This is an optimization exercise on Yosys and OpenROAD, whose aim is small area, not a production implementation. At most, simulation tests tie the RTL to the original design; equivalence was not proved.

maple:
// cordic_pipe_rtl
module cordic_pipe_rtl( clock, reset, ce, angle_in, sin_out, cos_out, valid_out );
==> flow/config.mk <==
export PLATFORM = sky130hd
export DESIGN_NAME = cordic_pipe_rtl
export DESIGN_NICKNAME = cordic_pipe_rtl
export VERILOG_FILES = /design/flow/design.v
export SDC_FILE = /design/flow/constraint.sdc
export NUM_CORES = 4
export LEC_CHECK = 0
export ABC_AREA = 1
export CAP_MARGIN = 0
export CORE_MARGIN = 2
export CORE_UTILIZATION = 60
export SLEW_MARGIN = 0
==> flow/constraint.sdc <==
create_clock -name core_clock -period 5.0 [get_ports {clock}]
set_input_delay 1.0000 -clock core_clock [delete_from_list [all_inputs] [get_ports {clock}]]
set_output_delay 1.0000 -clock core_clock [all_outputs]
set_load 0.01 [all_outputs]
standard.sh (not shown) runs the stock make flow with config.mk's settings and CLKGATE_MAP_FILE= SYNTH_SCRIPT=/design/flow/synth_recipe.tcl, a recipe that flattens the netlist after the stock synthesis.
==> flow/flow/run.sh <==
#!/bin/bash
# Layout flow: the standard ORFS flow (standard.sh) with
#  - synthesis without the generic ABC pass that yosys's synth runs before full-adder
#    extraction (registers are unchanged; only the combinational mapping differs),
#  - a smaller clock tree: no dummy loads, clkbuf_8 leaf buffers, clusters of at most 20 sinks,
#  - buf_1 cells as the port buffers.
# Each tool's output goes to standard.log in this folder.
set -o pipefail
export SYNTH_ARGS="-noabc"
export CTS_ARGS="-sink_clustering_enable -repair_clock_nets -dont_use_dummy_load -buf_list sky130_fd_sc_hd__clkbuf_8 -sink_clustering_size 20 -sink_clustering_max_diameter 60"
export BUFFER_PORTS_ARGS="-buffer_cell sky130_fd_sc_hd__buf_1"
bash standard.sh > standard.log 2>&1
Input changes introduced in pine (baseline for comparison: maple):
Settings: ABC_AREA removed (was 1); CAP_MARGIN changed from 0 to 20; SLEW_MARGIN changed from 0 to 20.
[summary]
Finished, but not clean: pine, with negative setup slack.
pine ends up with a cell count that is 2.9% higher than in maple.
nand2_1 as the commonest non-fill, non-tap cell in the layout was reported by maple, and edfxtp_1 by pine.
Summary of pine over maple: number of vias in the routed layout higher; setup total negative slack lower.

lane 1:
Another version of the RTL of cordic_pipe_rtl (not shown whole).
Size in the first run: about 40 I/O pins, about 16000 µm² of cells after synthesis.
export LEC_CHECK = 0
export ABC_AREA = 1
export CAP_MARGIN = 20
export CORE_MARGIN = 2
export CORE_UTILIZATION = 60
export SLEW_MARGIN = 20
create_clock -name core_clock -period 5.0 [get_ports {clock}]
==> flow/flow/run.sh <==
#!/bin/bash
# Layout flow: the standard ORFS flow with a smaller clock tree (no dummy loads,
# clkbuf_8 leaf buffers in clusters of at most 16 sinks) and buf_1 port buffers.
set -o pipefail
cp standard.sh standard_sh_copy.txt
export CTS_ARGS="-sink_clustering_enable -repair_clock_nets -dont_use_dummy_load -buf_list sky130_fd_sc_hd__clkbuf_8 -sink_clustering_size 16 -sink_clustering_max_diameter 60"
export BUFFER_PORTS_ARGS="-buffer_cell sky130_fd_sc_hd__buf_1"
bash standard.sh > standard.log 2>&1
Lane 1: full flow OK, the timing, design-rule and antenna checks passed
Inputs modified between lane 1 and lane 2:
==> flow/flow/run.sh <==
#!/bin/bash
# Layout flow: the standard ORFS flow (standard.sh) with
#  - synthesis without the generic ABC pass that yosys's synth runs before full-adder
#    extraction (registers are unchanged; only the combinational mapping differs),
#  - a smaller clock tree: no dummy loads, clkbuf_8 leaf buffers, clusters of at most 16 sinks,
#  - buf_1 cells as the port buffers.
# Each tool's output goes to standard.log in this folder.
set -o pipefail
export SYNTH_ARGS="-noabc"
export CTS_ARGS="-sink_clustering_enable -repair_clock_nets -dont_use_dummy_load -buf_list sky130_fd_sc_hd__clkbuf_8 -sink_clustering_size 16 -sink_clustering_max_diameter 60"
export BUFFER_PORTS_ARGS="-buffer_cell sky130_fd_sc_hd__buf_1"
bash standard.sh > standard.log 2>&1
## What came out
Ran to the end and failed final checks on setup timing: lane 2. Comparing lane 1 and lane 2, the lower synthesized cell count was measured on lane 2. Lane 2 vs lane 1: worst hold slack up.
No functional check of the RTL was part of any run of this note.

Setup of v9:
cordic_pipe_rtl, a different RTL version from the one above (not shown whole).
For scale: roughly 1500 cells after synthesis, about 270 flip-flops, roughly 40 I/O pins, ~17000 um2 of cells after synthesis.
// cordic_pipe_rtl
module cordic_pipe_rtl( clock, reset, ce, angle_in, sin_out, cos_out, valid_out );
input clock, reset, ce;
input [11:0] angle_in;
output [11:0] sin_out, cos_out;
output valid_out;
reg [3:0] vcnt;
always @(posedge clock) if (reset) vcnt <= 4'd0; else if (ce && vcnt != 4'd15) vcnt <= vcnt + 4'd1;
assign valid_out = (vcnt == 4'd15);
reg signed [11:0] r0;
always @(posedge clock) if (ce) r0 <= angle_in;
wire d0 = r0 > 12'sd0;
wire d1 = d0 ? (r0 > 12'sd804) : (r0 > -12'sd804);
reg d2, d3;
always @* case ({d0,d1})
  2'b11: d2 = r0 > 12'sd1279; 2'b10: d2 = r0 > 12'sd329; 2'b01: d2 = r0 > -12'sd329; default: d2 = r0 > -12'sd1279;
endcase
always @* case ({d0,d1,d2})
  3'b111: d3 = r0 > 12'sd1530; 3'b110: d3 = r0 > 12'sd1028; 3'b101: d3 = r0 > 12'sd580;  3'b100: d3 = r0 > 12'sd78;
  3'b011: d3 = r0 > -12'sd78;  3'b010: d3 = r0 > -12'sd580; 3'b001: d3 = r0 > -12'sd1028; default: d3 = r0 > -12'sd1530;
endcase
reg [15:0] r1;
always @(posedge clock) if (ce) r1 <= {d0, d1, d2, d3, r0};
wire signed [12:0] t4;    
  ...
export LEC_CHECK = 0
export CAP_MARGIN = 20
export CORE_MARGIN = 2
export CORE_UTILIZATION = 60
export CTS_BUF_LIST = sky130_fd_sc_hd__clkbuf_8 sky130_fd_sc_hd__clkbuf_16
export CTS_CLUSTER_DIAMETER = 60
export CTS_CLUSTER_SIZE = 20
export SLEW_MARGIN = 20
create_clock -name core_clock -period 5.0 [get_ports {clock}]
run.sh (not shown) runs the stock make flow with config.mk's settings and CLKGATE_MAP_FILE= SYNTH_SCRIPT=/design/flow/synth_recipe.tcl, a recipe that flattens the netlist after the stock synthesis.
Stock flow here: none of the scripts above is used.
Input-level comparison between v1 and v9:
Settings: a change of CTS_CLUSTER_SIZE from 20 to 16; a change of CTS_BUF_LIST from sky130_fd_sc_hd__clkbuf_8 sky130_fd_sc_hd__clkbuf_16 to sky130_fd_sc_hd__clkbuf_8.
Of the two values seen for timing startpoint of the critical path, rs13[3] was produced by v9 and rc13[0] by v1. On worst hold margin, the lower figure sits with v1, not v9. Looking at clock tree buffer count of the final layout across v9 and v1, the one that comes out higher is v1. Cmp v1 vs v9: post-route minimum period lower in v1. Min detailed-routing iteration count for the pre-antenna-repair pass across v9 and v1: v1. Between v9 and v1, fmax is lower for v9, v1 comes in above that. Setup slack delta for v1 relative to v9: 39 ps higher. Looking only at final design area excluding fillers, and setting everything else aside, the lower value of v9 and v1 goes to v1. v9 -> v1: overall via count from detail_route increased slightly. Looking at met3 wire length, v1 sits above v9. ~same wire length of the first global-routing pass in v9 and v1.
Edits applied to the flow inputs when going from v1 to v2:
Settings: ABC_AREA newly set to 1; CTS_CLUSTER_SIZE removed (was 16); CTS_BUF_LIST removed (was sky130_fd_sc_hd__clkbuf_8); CTS_CLUSTER_DIAMETER removed (was 60).
==> flow/flow/run.sh (new file) <==
#!/bin/bash
# Layout flow: the standard ORFS flow with a smaller clock tree (no dummy loads,
# clkbuf_8 leaf buffers in clusters of at most 16 sinks) and buf_1 port buffers.
set -o pipefail
cp standard.sh standard_sh_copy.txt
export CTS_ARGS="-sink_clustering_enable -repair_clock_nets -dont_use_dummy_load -buf_list sky130_fd_sc_hd__clkbuf_8 -sink_clustering_size 16 -sink_clustering_max_diameter 60"
export BUFFER_PORTS_ARGS="-buffer_cell sky130_fd_sc_hd__buf_1"
bash standard.sh > standard.log 2>&1
==> flow/standard.sh (new file) <==
#!/bin/bash
# synth_recipe.tcl (not shown) runs the flow's synth.tcl, then flattens the netlist and writes it again
# the make line also repeats each setting of config.mk as NAME=value (left out here)
make -C /OpenROAD-flow-scripts/flow DESIGN_CONFIG=/design/flow/config.mk WORK_HOME=/design/flow/orfs CLKGATE_MAP_FILE= SYNTH_SCRIPT=/design/flow/synth_recipe.tcl "${@:-finish}"
removed: flow/run.sh
Findings:
- v2 closes out successfully: all stages finished, all timing, DRC and antenna checks passed.
- Of the two candidates, v1 has the better register-to-register slack and v2 the worse one.
- Overall track demand over capacity in global routing in v2 vs v1: up 0.44 points
- Compared v2 vs v1, and detailed placement HPWL is up in v2.
- In the flow results for v2 and v1, the cell count after placement is larger on v2.
- v2 vs v1 — number of global-route vias before repair climbed by a few percent
- v2 ends up with a combined area of the multi-input logic cells that is 420 um2 lower than in v1.

Setup of red:
The RTL this note starts from:
==> flow/design.v <==
module mul621_fast (input [11:0] x, output [11:0] y);
wire signed [11:0] xx = x;
wire signed [21:0] xs = xx;
wire signed [21:0] a = (xs <<< 3) + xs;
wire signed [21:0] p = (a <<< 6) + (a <<< 2) + a;
assign y = p[21:10];
endmodule
module add_sh_hyb6 #(parameter J = 1) (input [11:0] a, input [11:0] b, input neg, output [11:0] y);
localparam N = 12 - J;
wire [11:0] x = (b >> J) ^ {12{neg}};    
wire [N:0] c;
assign c[0] = neg;
genvar i;
generate for (i = 0; i < N; i = i + 1) begin : g
  assign y[i] = a[i] ^ x[i] ^ c[i];
  assign c[i+1] = (a[i] & x[i]) | (c[i] & (a[i] | x[i]));
end endgenerate
wire k = b[11] ^ neg;      
wire chg = k ^ c[N];       
wire [J:0] run;
assign run[0] = chg;
generate for (i = 0; i < J; i = i + 1) begin : h
  assign y[N+i] = a[N+i] ^ run[i];
  assign run[i+1] = run[i] & (a[N+i] ^ ~c[N]);
end endgenerate
endmodule
module cordic_pipe_rtl( clock, reset, ce, angle_in, sin_out, cos_out, valid_out );
input clock, reset, ce;
input [11:0] angle_in;
output [11:0] sin_out, cos_out;
output valid_out;
reg [3:0] vcnt;
always @(posedge clock) if (reset) vcnt <= 4'd0; else if (ce && vcnt != 4'd15) vcnt <= vcnt + 4'd1;
assign valid_out = (vcnt == 4'd15);
reg signed [11:0] r0;
always @(posedge clock) if (ce) r0 <= angle_in;
wire d0 = r0 > 12'sd0;
wire d1 = d0 ? (r0 > 12'sd804) : (r0 > -12'sd804);
reg d2, d3;
always @* case ({d0,d1})
  2'b11: d2 = r0 > 12'sd1279; 2'b10: d2 = r0 > 12'sd329; 2'b01: d2 = r0 > -12'sd329; default: d2 = r0 > -12'sd1279;
endcase
always @* case ({d0,d1,d2})
  3'b111: d3 = r0 > 12'sd1530; 3'b110: d3 = r0 > 12'sd1028; 3'b101: d3 = r0 > 12'sd580;  3'b100: d3 = r0 > 12'sd78;
  3'b011: d3 = r0 > -12'sd78;  3'b010: d3 = r0 > -12'sd580; 3'b001: d3 = r0 > -12'sd1028; default: d3 = r0 > -12'sd1530;
endcase
reg [15:0] r1;
always @(posedge clock) if (ce) r1 <= {d0, d1, d2, d3, r0};
wire signed [12:0] t4;    
wire [15:0] t4_b0 = 16'h0000;
assign t4[0] = t4_b0[r1[15:12]];
wire [15:0] t4_b1 = 16'h9696;
assign t4[1] = t4_b1[r1[15:12]];
wire [15:0] t4_b2 = 16'he8e8;
assign t4[2] = t4_b2[r1[15:12]];
wire [15:0] t4_b3 = 16'h3cc3;
assign t4[3] = t4_b3[r1[15:12]];
wire [15:0] t4_b4 = 16'h3f03;
assign t4[4] = t4_b4[r1[15:12]];
wire [15:0] t4_b5 = 16'h3f03;
assign t4[5] = t4_b5[r1[15:12]];
wire [15:0] t4_b6 = 16'h30f3;
assign t4[6] = t4_b6[r1[15:12]];
wire [15:0] t4_b7 = 16'h3f03;
assign t4[7] = t4_b7[r1[15:12]];
wire [15:0] t4_b8 = 16'h6a56;
assign t4[8] = t4_b8[r1[15:12]];
wire [15:0] t4_b9 = 16'he631;
assign t4[9] = t4_b9[r1[15:12]];
wire [15:0] t4_b10 = 16'h1e0f;
assign t4[10] = t4_b10[r1[15:12]];
wire [15:0] t4_b11 = 16'hfe00;
assign t4[11] = t4_b11[r1[15:12]];
wire [15:0] t4_b12 = 16'hfe00;
assign t4[12] = t4_b12[r1[15:12]];
wire signed [11:0] q1 = r1[11:0];
wire signed [12:0] y4 = q1 + t4;
wire [6:0] v = y4[12] ? 7'd0 : (y4[11:8] != 4'd0) ? 7'd127 : y4[7:1];
reg [10:0] r2;
always @(posedge clock) if (ce) r2 <= {r1[15:12], v};
reg [10:0] r3;
always @(posedge clock) if (ce) r3 <= r2;
reg [10:0] r4;
always @(posedge clock) if (ce) r4 <= r3;
reg [10:0] r5;
always @(posedge clock) if (ce) r5 <= r4;
reg [10:0] r6;
always @(posedge clock) if (ce) r6 <= r5;
reg [10:0] r7;
always @(posedge clock) if (ce) r7 <= r6;
reg [10:0] r8;
always @(posedge clock) if (ce) r8 <= r7;
reg [10:0] r9;
always @(posedge clock) if (ce) r9 <= r8;
wire [11:0] sl1, cl2;   
wire [63:0] sl1_b0 = 64'hf00ffffffffff00f;
assign sl1[0] = sl1_b0[r9[10:5]];
wire [63:0] sl1_b1 = 64'h0550c0033ffcfaaf;
assign sl1[1] = sl1_b1[r9[10:5]];
wire [63:0] sl1_b2 = 64'hbd24987cc1e6de12;
assign sl1[2] = sl1_b2[r9[10:5]];
wire [63:0] sl1_b3 = 64'h0f7168aaaae9704f;
assign sl1[3] = sl1_b3[r9[10:5]];
wire [63:0] sl1_b4 = 64'h74ae583333e58bd1;
assign sl1[4] = sl1_b4[r9[10:5]];
wire [63:0] sl1_b5 = 64'h069f929696b6069f;
assign sl1[5] = sl1_b5[r9[10:5]];
wire [63:0] sl1_b6 = 64'h072a498e8e6dab1f;
assign sl1[6] = sl1_b6[r9[10:5]];
wire [63:0] sl1_b7 = 64'hf83392d4d4b633e0;
assign sl1[7] = sl1_b7[r9[10:5]];
wire [63:0] sl1_b8 = 64'h003c1ce718c7c3ff;
assign sl1[8] = sl1_b8[r9[10:5]];
wire [63:0] sl1_b9 = 64'hffc01f071f07fc00;
assign sl1[9] = sl1_b9[r9[10:5]];
wire [63:0] sl1_b10 = 64'hffffe0071ff80000;
assign sl1[10] = sl1_b10[r9[10:5]];
wire [63:0] sl1_b11 = 64'h000000071fffffff;
assign sl1[11] = sl1_b11[r9[10:5]];
wire [63:0] cl2_b0 = 64'hfffff00f0ff00000;
assign cl2[0] = cl2_b0[r9[10:5]];
wire [63:0] cl2_b1 = 64'hc0030aa0a00a6aa9;
assign cl2[1] = cl2_b1[r9[10:5]];
wire [63:0] cl2_b2 = 64'h3e1924bdbd24187e;
assign cl2[2] = cl2_b2[r9[10:5]];
wire [63:0] cl2_b3 = 64'h55168ef00f71e8aa;
assign cl2[3] = cl2_b3[r9[10:5]];
wire [63:0] cl2_b4 = 64'hcc1a752e74ae5833;
assign cl2[4] = cl2_b4[r9[10:5]];
wire [63:0] cl2_b5 = 64'h6949f960069f9296;
assign cl2[5] = cl2_b5[r9[10:5]];
wire [63:0] cl2_b6 = 64'h719254e0072a498e;
assign cl2[6] = cl2_b6[r9[10:5]];
wire [63:0] cl2_b7 = 64'h2b49cc1ff83392d4;
assign cl2[7] = cl2_b7[r9[10:5]];
wire [63:0] cl2_b8 = 64'he7383c00003c1ce7;
assign cl2[8] = cl2_b8[r9[10:5]];
wire [63:0] cl2_b9 = 64'he0f803ffffc01f07;
assign cl2[9] = cl2_b9[r9[10:5]];
wire [63:0] cl2_b10 = 64'he007ffffffffe007;
assign cl2[10] = cl2_b10[r9[10:5]];
wire [63:0] cl2_b11 = 64'he000000000000007;
assign cl2[11] = cl2_b11[r9[10:5]];
wire [11:0] s3, c4;   
add_sh_hyb6 #(6) u_s3 (.a(sl1), .b(cl2), .neg(~r9[4]), .y(s3));
add_sh_hyb6 #(6) u_c4 (.a(cl2), .b(sl1), .neg(r9[4]), .y(c4));
reg [11:0] rs10, rc10;
reg [3:0] rd10;
always @(posedge clock) if (ce) begin rs10 <= s3; rc10 <= c4; rd10 <= r9[3:0]; end
wire [11:0] s5, c6;   
add_sh_hyb6 #(7) u_s5 (.a(rs10), .b(rc10), .neg(~rd10[3]), .y(s5));
add_sh_hyb6 #(7) u_c6 (.a(rc10), .b(rs10), .neg(rd10[3]), .y(c6));
reg [11:0] rs11, rc11;
reg [2:0] rd11;
always @(posedge clock) if (ce) begin rs11 <= s5; rc11 <= c6; rd11 <= rd10[2:0]; end
wire [11:0] s7, c8;   
add_sh_hyb6 #(8) u_s7 (.a(rs11), .b(rc11), .neg(~rd11[2]), .y(s7));
add_sh_hyb6 #(8) u_c8 (.a(rc11), .b(rs11), .neg(rd11[2]), .y(c8));
reg [11:0] rs12, rc12;
reg [1:0] rd12;
always @(posedge clock) if (ce) begin rs12 <= s7; rc12 <= c8; rd12 <= rd11[1:0]; end
wire [11:0] s9, c10;   
add_sh_hyb6 #(9) u_s9 (.a(rs12), .b(rc12), .neg(~rd12[1]), .y(s9));
add_sh_hyb6 #(9) u_c10 (.a(rc12), .b(rs12), .neg(rd12[1]), .y(c10));
wire [11:0] s11, c12;   
add_sh_hyb6 #(10) u_s11 (.a(s9), .b(c10), .neg(~rd12[0]), .y(s11));
add_sh_hyb6 #(10) u_c12 (.a(c10), .b(s9), .neg(rd12[0]), .y(c12));
reg [11:0] rs13, rc13;
always @(posedge clock) if (ce) begin rs13 <= s11; rc13 <= c12; end
wire [11:0] ms13, mc14;
mul621_fast u_ms13 (.x(rs13), .y(ms13));
mul621_fast u_mc14 (.x(rc13), .y(mc14));
reg [11:0] rs14, rc14;
always @(posedge clock) if (ce) begin rs14 <= ms13; rc14 <= mc14; end
assign sin_out = rs14;
assign cos_out = rc14;
endmodule
clock: 5.0 ns
lec_check: 0
abc_area: 1
cap_margin: 20
core_margin: 2
core_utilization: 75
slew_margin: 20
standard.sh (not shown) runs the stock make flow with config.mk's settings and CLKGATE_MAP_FILE= SYNTH_SCRIPT=/design/flow/synth_recipe.tcl, a recipe that flattens the netlist after the stock synthesis.
==> flow/flow/run.sh <==
#!/bin/bash
# Layout flow: the standard ORFS flow (standard.sh) with
#  - synthesis without the generic ABC pass that yosys's synth runs before full-adder
#    extraction (registers are unchanged; only the combinational mapping differs),
#  - a smaller clock tree: no dummy loads, clkbuf_8 leaf buffers, clusters of at most 16 sinks,
#  - buf_1 cells as the port buffers.
# Each tool's output goes to standard.log in this folder.
set -o pipefail
export SYNTH_ARGS="-noabc"
export CTS_ARGS="-sink_clustering_enable -repair_clock_nets -dont_use_dummy_load -buf_list sky130_fd_sc_hd__clkbuf_8 -sink_clustering_size 16 -sink_clustering_max_diameter 60"
export BUFFER_PORTS_ARGS="-buffer_cell sky130_fd_sc_hd__buf_1"
bash standard.sh > standard.log 2>&1
| red | all stages done | FAIL | setup timing |
Inputs modified between red and blue:
- swapping 75 for 60 in CORE_UTILIZATION
--- a/flow/flow/run.sh
+++ b/flow/flow/run.sh
@@ -10 +10 @@
-export CTS_ARGS="-sink_clustering_enable -repair_clock_nets -dont_use_dummy_load -buf_list sky130_fd_sc_hd__clkbuf_8 -sink_clustering_size 16 -sink_clustering_max_diameter 60"
+export CTS_ARGS="-sink_clustering_enable -repair_clock_nets -dont_use_dummy_load -buf_list sky130_fd_sc_hd__clkbuf_8 -sink_clustering_size 20 -sink_clustering_max_diameter 60"
Findings:
- Summary across blue and red: the single failing run is red.
- To summarise red: no stage aborted, but the layout did not pass its checks, failing on setup timing.
- Worst slew margin relative to its limit down 7.4 points in blue wrt red
- Register share of the cell area is lower on red
- [compare] base=red new=blue: total of plain and repair buffers excluding clock buffers dropped 11%; final worst-path cycle share dropped 18 points; share of cell area taken by muxes after synthesis barely changed.
## Diff of input files: green against blue
- putting SETUP_SLACK_MARGIN at 0.1 where nothing was set
--- a/flow/flow/run.sh
+++ b/flow/flow/run.sh
@@ -10 +10 @@
-export CTS_ARGS="-sink_clustering_enable -repair_clock_nets -dont_use_dummy_load -buf_list sky130_fd_sc_hd__clkbuf_8 -sink_clustering_size 20 -sink_clustering_max_diameter 60"
+export CTS_ARGS="-sink_clustering_enable -repair_clock_nets -dont_use_dummy_load -buf_list sky130_fd_sc_hd__clkbuf_8 -sink_clustering_size 16 -sink_clustering_max_diameter 60"
## What came out
green finished every stage and its layout cleared the timing, design-rule and antenna checks.

## static timing again, ports no longer ideal
The results above use ideal ports. As a check the final layouts listed here were re-extracted and re-timed, cells and wires unchanged. Step 1 assumes that a clkbuf_16 drives the clock port and a buf_2 every other input. Step 2 adds t to the input delays and takes it off the output delays; t is the mean of the earliest and latest rising clock arrival at the registers after step 1. Input paths then give back, and output paths get back, about the clock's delay inside the block. Slacks: ideal / step 1 / step 2; pairs: ideal / step 1.
run | t (ns) | setup WS [ns] | worst setup path at the end | clock arrival spread, ns
maple | 0.559 | 0.228 / 0.228 / 0.228 | register to register | 0.087 / 0.087
pine | 0.593 | -0.237 / -0.237 / -0.237 | register to register | 0.091 / 0.091
lane 1 | 0.572 | 0.216 / 0.216 / 0.216 | register to register | 0.084 / 0.084
lane 2 | 0.575 | -0.429 / -0.429 / -0.429 | register to register | 0.074 / 0.074
v9 | 0.599 | 0.228 / 0.228 / 0.228 | register to register | 0.019 / 0.019
v1 | 0.631 | 0.267 / 0.267 / 0.267 | register to register | 0.032 / 0.031
v2 | 0.591 | 0.207 / 0.207 / 0.207 | register to register | 0.056 / 0.056
red | 0.579 | -0.790 / -0.790 / -0.790 | register to register | 0.082 / 0.082
blue | 0.587 | 0.112 / 0.112 / 0.112 | register to register | 0.074 / 0.075
green | 0.585 | 0.181 / 0.181 / 0.181 | register to register | 0.098 / 0.098
